This design comes from an exercise in tuning for small area, a short achievable clock period and few clock cycles on the open sky130 flow, not from production work. The RTL was checked by simulation tests, not by an equivalence proof against the original design. Power and IR drop assume default switching activity.

## indigo
Design RV32Core, start of the top module:
module RV32Core(
    input wire CPU_CLK,
    input wire CPU_RST,
    output wire [31:0] IM_Addr,
    input wire [31:0] IM_RData,
    output wire [31:0] DM_Addr,
    output wire [3:0] DM_WE,
    output wire [31:0] DM_WData,
    input wire [31:0] DM_RData
    );
For scale: about 5200 cells after synthesis, about 1300 flip-flops, ~63000 sq um of cells after synthesis.
export LEC_CHECK = 0
export CAP_MARGIN = 20
export CORE_MARGIN = 2
export CORE_UTILIZATION = 25
export CTS_BUF_LIST = sky130_fd_sc_hd__clkbuf_8
export CTS_CLUSTER_DIAMETER = 60
export CTS_CLUSTER_SIZE = 12
export PLACE_DENSITY = 0.5
export SETUP_SLACK_MARGIN = 5
export SLEW_MARGIN = 20
create_clock -name core_clock -period 10.0 [get_ports {CPU_CLK}]
standard.sh (not shown) runs the stock make flow with config.mk's settings and CLKGATE_MAP_FILE= SYNTH_SCRIPT=/design/flow/synth_recipe.tcl, a recipe that flattens the netlist after the stock synthesis.
==> flow/flow/run.sh <==
#!/bin/bash
set -euo pipefail
bash standard.sh "BUFFER_PORTS_ARGS=-buffer_cell sky130_fd_sc_hd__buf_4" SETUP_SLACK_MARGIN=5.6 finish > standard_flow.log 2>&1
Testbench counts of indigo, summed over its fixed seeds: cycles 89,076.
[inputs] amber vs indigo
- swapping 0.5 for 0.6 in PLACE_DENSITY
- swapping 25 for 45 in CORE_UTILIZATION
==> flow/flow/run.sh <==
#!/bin/bash
set -euo pipefail
bash standard.sh "BUFFER_PORTS_ARGS=-buffer_cell sky130_fd_sc_hd__buf_4" SETUP_SLACK_MARGIN=6.5 finish > standard_flow.log 2>&1
Results
amber: flow completed, timing, DRC and antenna clean
Between indigo and amber, the flow reports wire length decreasing by a few percent.
The signed area change from the synthesized netlist to the final layout in amber was higher than what indigo gave.
Looking at highest ir drop seen on vdd across indigo and amber, the one that comes out higher is amber.
Compared amber vs indigo, and count of clock-buffer cells in the layout is up in amber.
pc_f[25] as the endpoint of the worst setup timing path was reported by amber, and rs1v_e[24] by indigo.
diff inputs: amber => quartz
- changing PLACE_DENSITY from 0.6 to 0.5
- changing CORE_UTILIZATION from 45 to 25
==> flow/flow/run.sh <==
#!/bin/bash
set -euo pipefail
bash standard.sh "BUFFER_PORTS_ARGS=-buffer_cell sky130_fd_sc_hd__buf_4" SETUP_SLACK_MARGIN=6.3 finish > standard_flow.log 2>&1
Findings:
Measured against each other, amber and quartz differ in starting density of the core, the lower figure coming from quartz. For number of cells on the worst reg-to-reg path, amber and quartz come out practically identical. Relative max-transition margin up 0.37 points in quartz wrt amber. The final layout from quartz, which completed every stage, passed the timing, design-rule and antenna checks at the end of the flow. NOTE maximum frequency amber->quartz increased by a few percent. The clock latency on the worst-skew pair of quartz is lower than that of amber.
--- input diff quartz..lagoon ---
- clearing CTS_CLUSTER_SIZE, which used to be 12
- clearing CTS_BUF_LIST, which used to be sky130_fd_sc_hd__clkbuf_8
- clearing CTS_CLUSTER_DIAMETER, which used to be 60
==> flow/flow/run.sh <==
#!/bin/bash
# The standard layout (standard.sh: ORFS synthesis to final layout), with
# the port buffers that ORFS inserts made plain buffers (buf_4) instead of the
# delay cell buffer_ports picks by default. Every port still gets a buffer.
set -euo pipefail
bash standard.sh "BUFFER_PORTS_ARGS=-buffer_cell sky130_fd_sc_hd__buf_4" finish > standard_flow.log 2>&1
Findings:
Across both runs, via total after detailed routing was lower for lagoon than for quartz. Higher register fraction of the total cell area was reported by lagoon, not quartz. Changes observed in lagoon relative to quartz: met3 wire length down about 15%; cell area decreased by 4.3% relative to the old numbers; power density over the cells moved up. lagoon falls short of quartz in overall power. Row final setup slack of the worst path: lagoon lower / quartz higher.
For cedar, these inputs were changed with respect to lagoon:
- putting CTS_BUF_LIST at sky130_fd_sc_hd__clkbuf_8 where nothing was set
- putting CTS_CLUSTER_SIZE at 12 where nothing was set
- swapping 25 for 45 in CORE_UTILIZATION
- putting CTS_CLUSTER_DIAMETER at 60 where nothing was set
- swapping 0.5 for 0.6 in PLACE_DENSITY
==> flow/flow/run.sh <==
#!/bin/bash
set -euo pipefail
bash standard.sh "BUFFER_PORTS_ARGS=-buffer_cell sky130_fd_sc_hd__buf_4" SETUP_SLACK_MARGIN=6 finish > standard_flow.log 2>&1
==> comparison <==
On routed wire length, cedar does better than lagoon.
Looking at cell with the biggest individual delay on the critical path, the nor3_1 result is from lagoon; the nor2_4 one comes from cedar.
Taking cedar as 1.0, lagoon lands at 1.10 on post-route total power.
Compared with lagoon, power density relative to cell area in cedar decreased by a few percent.
Delta (cedar minus lagoon): fraction of area in registers saw an increase; die area decreased about 44%; number of buffers outside the clock class in the layout moved up; power dissipated in combinational cells now sits higher.

* * *

Starting RTL as in the previous note.
==> flow/design.v (excerpt) <==
module RV32Core(
    input wire CPU_CLK,
    input wire CPU_RST,
    output wire [31:0] IM_Addr,
    input wire [31:0] IM_RData,
    output wire [31:0] DM_Addr,
    output wire [3:0] DM_WE,
    output wire [31:0] DM_WData,
    input wire [31:0] DM_RData
    );
    wire clk = CPU_CLK;
    wire rst = CPU_RST;
    reg  [31:2] pc_f;            
    reg  [31:2] pc_d;            
    reg         v_d;             
    reg  [31:0] rs1v_e, rs2v_e;  
    reg  [31:0] imm_e;           
    reg  [4:0]  rd_e;
    reg  [31:2] pc_e;
    reg         we_e, ld_e, st_e, jalr_e, jal_e;
    reg         kill_e;          
    reg  [3:0]  fa_e;            
    reg  [3:0]  fb_e;            
    reg  [2:0]  fs_e;            
    reg  [5:0]  fh_e;            
    reg  [7:0]  rs_e;            
    reg  [3:0]  bc_e;            
    reg         sub_e, sgn_e, sra_e;
    reg  [2:0]  f3_e;
    reg  [31:0] res_m, wdat_m;
    reg  [3:0]  dmwe_m;
    reg  [4:0]  rd_m;
    reg         we_m, ld_m;
    reg  [2:0]  f3_m;
    reg  [31:0] res_w;
    reg  [4:0]  rd_w;
    reg         we_w, ld_w;
    reg  [2:0]  f3_w;
    assign IM_Addr  = {pc_f, 2'b00};
    assign DM_Addr  = res_m;
    assign DM_WE    = dmwe_m;
    assign DM_WData = wdat_m;
    wire [15:0] ld_half = res_w[1] ? DM_RData[31:16] : DM_RData[15:0];
    wire [7:0]  ld_byte = res_w[0] ? ld_half[15:8] : ld_half[7:0];
    wire        ld_sgn  = ~f3_w[2] & (f3_w[0] ? ld_half[15] : ld_byte[7]);
    wire [31:0] ld_val  = f3_w[1] ? DM_RData :
                          f3_w[0] ? {{16{ld_sgn}}, ld_half} :
                                    {{24{ld_sgn}}, ld_byte};
    wire [31:0] wb_val  = ld_w ? ld_val : res_w;
    wire [31:0] ins = IM_RData;
    wire [4:0]  op  = ins[6:2];
    wire [4:0]  rd  = ins[11:7];
    wire [4:0]  rs1 = ins[19:15];
    wire [4:0]  rs2 = ins[24:20];
    wire [2:0]  f3  = ins[14:12];
    wire is_jal    =  op[4] &  op[1];
    wire is_jalr   =  op[4] & ~op[1] &  op[0];
    wire is_br     =  op[4] & ~op[0];
    wire is_load   = ~op[4] & ~op[3] & ~op[2];
  ...
==> flow/config.mk <==
export PLATFORM = sky130hd
export DESIGN_NAME = RV32Core
export DESIGN_NICKNAME = RV32Core
export VERILOG_FILES = /design/flow/design.v
export SDC_FILE = /design/flow/constraint.sdc
export NUM_CORES = 4
export LEC_CHECK = 0
export CAP_MARGIN = 20
export CORE_MARGIN = 2
export CORE_UTILIZATION = 45
export CTS_BUF_LIST = sky130_fd_sc_hd__clkbuf_8
export CTS_CLUSTER_DIAMETER = 60
export CTS_CLUSTER_SIZE = 12
export PLACE_DENSITY = 0.6
export SETUP_SLACK_MARGIN = 5
export SLEW_MARGIN = 20
==> flow/constraint.sdc <==
create_clock -name core_clock -period 10.0 [get_ports {CPU_CLK}]
set_input_delay 2.0000 -clock core_clock [delete_from_list [all_inputs] [get_ports {CPU_CLK}]]
set_output_delay 2.0000 -clock core_clock [all_outputs]
set_load 0.01 [all_outputs]
==> flow/flow/run.sh <==
#!/bin/bash
# The standard layout (standard.sh: ORFS synthesis to final layout), with
# the port buffers that ORFS inserts made plain buffers (buf_4) instead of the
# delay cell buffer_ports picks by default. Every port still gets a buffer.
set -euo pipefail
bash standard.sh "BUFFER_PORTS_ARGS=-buffer_cell sky130_fd_sc_hd__buf_4" finish > standard_flow.log 2>&1
Testbench counts at the start, summed over its fixed seeds: cycles 89,076.
Rerun with:
CORE_UTILIZATION = 25   (was 45)
PLACE_DENSITY = 0.5   (was 0.6)
Effect: The changed run finished clean. Clock power drops by about 4%. Wire length climbs by 9.3%. Power drops by 0.36%. Cell area climbs by 2.5%. Sequential share of layout area drops by 1.3 points. Sequential power drops by about 0.8%. Via count drops by 1.9%.

* * *

Setup of purple:
Another version of the RTL of RV32Core (not shown whole).
Size: roughly 5,600 cells after synthesis, ~1,400 flip-flops.
Design RV32Core, start of the top module:
module RV32Core(
    input wire CPU_CLK,
    input wire CPU_RST,
    output wire [31:0] IM_Addr,
    input wire [31:0] IM_RData,
    output wire [31:0] DM_Addr,
    output wire [3:0] DM_WE,
    output wire [31:0] DM_WData,
    input wire [31:0] DM_RData
    );
    wire clk = CPU_CLK;
    wire rst = CPU_RST;
    reg  [31:2] pc_f;            
    reg  [31:2] pc_d;            
    reg         v_d;             
    reg  [31:0] rs1v_e, rs2v_e;  
    reg  [31:0] imm_e;
    reg  [31:2] pc_e;
    reg  [4:0]  rd_e;
    reg         we_e, ld_e, st_e, br_e, jalr_e;
    reg  [3:0]  fa_e, fb_e;      
    reg         apc_e, azero_e, bimm_e, sub_e, sra_e, addonly_e, link_e;
    reg  [2:0]  f3_e;
    reg  [31:0] res_m, wdat_m;
    reg  [3:0]  dmwe_m;
    reg  [4:0]  rd_m;
    reg         we_m, ld_m;
    reg  [2:0]  f3_m;
    reg  [31:0] res_w;
    reg  [4:0]  rd_w;
    reg         we_w, ld_w;
    reg  [2:0]  f3_w;
    reg  [31:0] res_x;
    assign IM_Addr  = {pc_f, 2'b00};
    assign DM_Addr  = res_m;
    assign DM_WE    = dmwe_m;
    assign DM_WData = wdat_m;
    wire [15:0] ld_half = res_w[1] ? DM_RData[31:16] : DM_RData[15:0];
    wire [7:0]  ld_byte = res_w[0] ? ld_half[15:8] : ld_half[7:0];
    wire        ld_sgn  = ~f3_w[2] & (f3_w[0] ? ld_half[15] : ld_byte[7]);
    wire [31:0] ld_val  = f3_w[1] ? DM_RData :
                          f3_w[0] ? {{16{ld_sgn}}, ld_half} :
                                    {{24{ld_sgn}}, ld_byte};
    wire [31:0] wb_val  = ld_w ? ld_val : res_w;
    wire [31:0] ins = IM_RData;
    wire [4:0]  op  = ins[6:2];
    wire [4:0]  rd  = ins[11:7];
    wire [4:0]  rs1 = ins[19:15];
    wire [4:0]  rs2 = ins[24:20];
    wire [2:0]  f3  = ins[14:12];
    wire is_jal    =  op[4] &  op[1];
    wire is_jalr   =  op[4] & ~op[1] &  op[0];
  ...
==> flow/config.mk <==
export PLATFORM = sky130hd
export DESIGN_NAME = RV32Core
export DESIGN_NICKNAME = RV32Core
export VERILOG_FILES = /design/flow/design.v
export SDC_FILE = /design/flow/constraint.sdc
export NUM_CORES = 4
export LEC_CHECK = 0
export CAP_MARGIN = 20
export CORE_MARGIN = 2
export CORE_UTILIZATION = 25
export PLACE_DENSITY = 0.5
export SETUP_SLACK_MARGIN = 5
export SLEW_MARGIN = 20
==> flow/constraint.sdc <==
create_clock -name core_clock -period 10.0 [get_ports {CPU_CLK}]
set_input_delay 2.0000 -clock core_clock [delete_from_list [all_inputs] [get_ports {CPU_CLK}]]
set_output_delay 2.0000 -clock core_clock [all_outputs]
set_load 0.01 [all_outputs]
run.sh (not shown) runs the stock make flow with config.mk's settings and CLKGATE_MAP_FILE= SYNTH_SCRIPT=/design/flow/synth_recipe.tcl, a recipe that flattens the netlist after the stock synthesis.
Stock flow here: none of the scripts above is used.
Testbench counts of purple, summed over its fixed seeds: cycles 87,574.
Input-level comparison between blue and purple:
--- a/flow/config.mk
+++ b/flow/config.mk
@@ -10,4 +10,3 @@
 export CORE_UTILIZATION = 25
 export PLACE_DENSITY = 0.5
-export SETUP_SLACK_MARGIN = 5
 export SLEW_MARGIN = 20
==> notes.md <==
blue vs purple, clock-buffer cell count went down by 7.9%. purple -> blue: fmax decreased by more than 10%. Compared to purple, the router laid down less metal wire for blue.

==> what the ideal ports hide <==
The results above use ideal ports. As a check the final layouts listed here were re-extracted and re-timed, cells and wires unchanged. Step 1 (the two cells are an assumption about what drives the block):
set clk [get_ports {CPU_CLK}]
set_driving_cell -lib_cell sky130_fd_sc_hd__clkbuf_16 $clk
set_driving_cell -lib_cell sky130_fd_sc_hd__buf_2 [delete_from_list [all_inputs] $clk]
Step 2 also shifts input and output timing later by t, the mid clock arrival at the registers, as if the neighbouring blocks saw the same clock. Slacks: no drivers / after step 1 / after step 2; pairs: no drivers / after step 1.
| run | shift t [ns] | setup slack, ns | hold slack, ns | worst slew at a driven data input, ns |
|---|---|---|---|---|
| indigo | 1.044 | 5.431 / 5.402 / 4.358 | 0.333 / 0.333 / 0.333 | 0.19 |
| amber | 1.034 | 5.829 / 5.829 / 5.190 | 0.331 / 0.331 / 0.331 | 0.06 |
| quartz | 1.024 | 6.072 / 6.072 / 5.115 | 0.328 / 0.328 / 0.328 | 0.18 |
| lagoon | 0.903 | 4.896 / 4.853 / 3.951 | 0.328 / 0.328 / 0.328 | 0.17 |
| cedar | 1.022 | 5.661 / 5.714 / 4.691 | 0.331 / 0.331 / 0.331 | 0.12 |
| the first run of note 2 | 1.039 | 5.073 / 5.073 / 4.117 | 0.331 / 0.331 / 0.331 | 0.09 |
| the second run of note 2 | 1.030 | 5.052 / 5.052 / 4.033 | 0.332 / 0.332 / 0.332 | 0.18 |
| purple | 0.898 | 4.790 / 4.853 / 3.955 | 0.316 / 0.316 / 0.316 | 0.17 |
| blue | 0.883 | 3.537 / 3.537 / 3.115 | 0.334 / 0.334 / 0.334 | 0.18 |
After both steps every run listed still meets setup and hold. For indigo, which loses most, drivers alone change the setup slack by -0.029 ns; drivers and shift together by -1.073 ns.
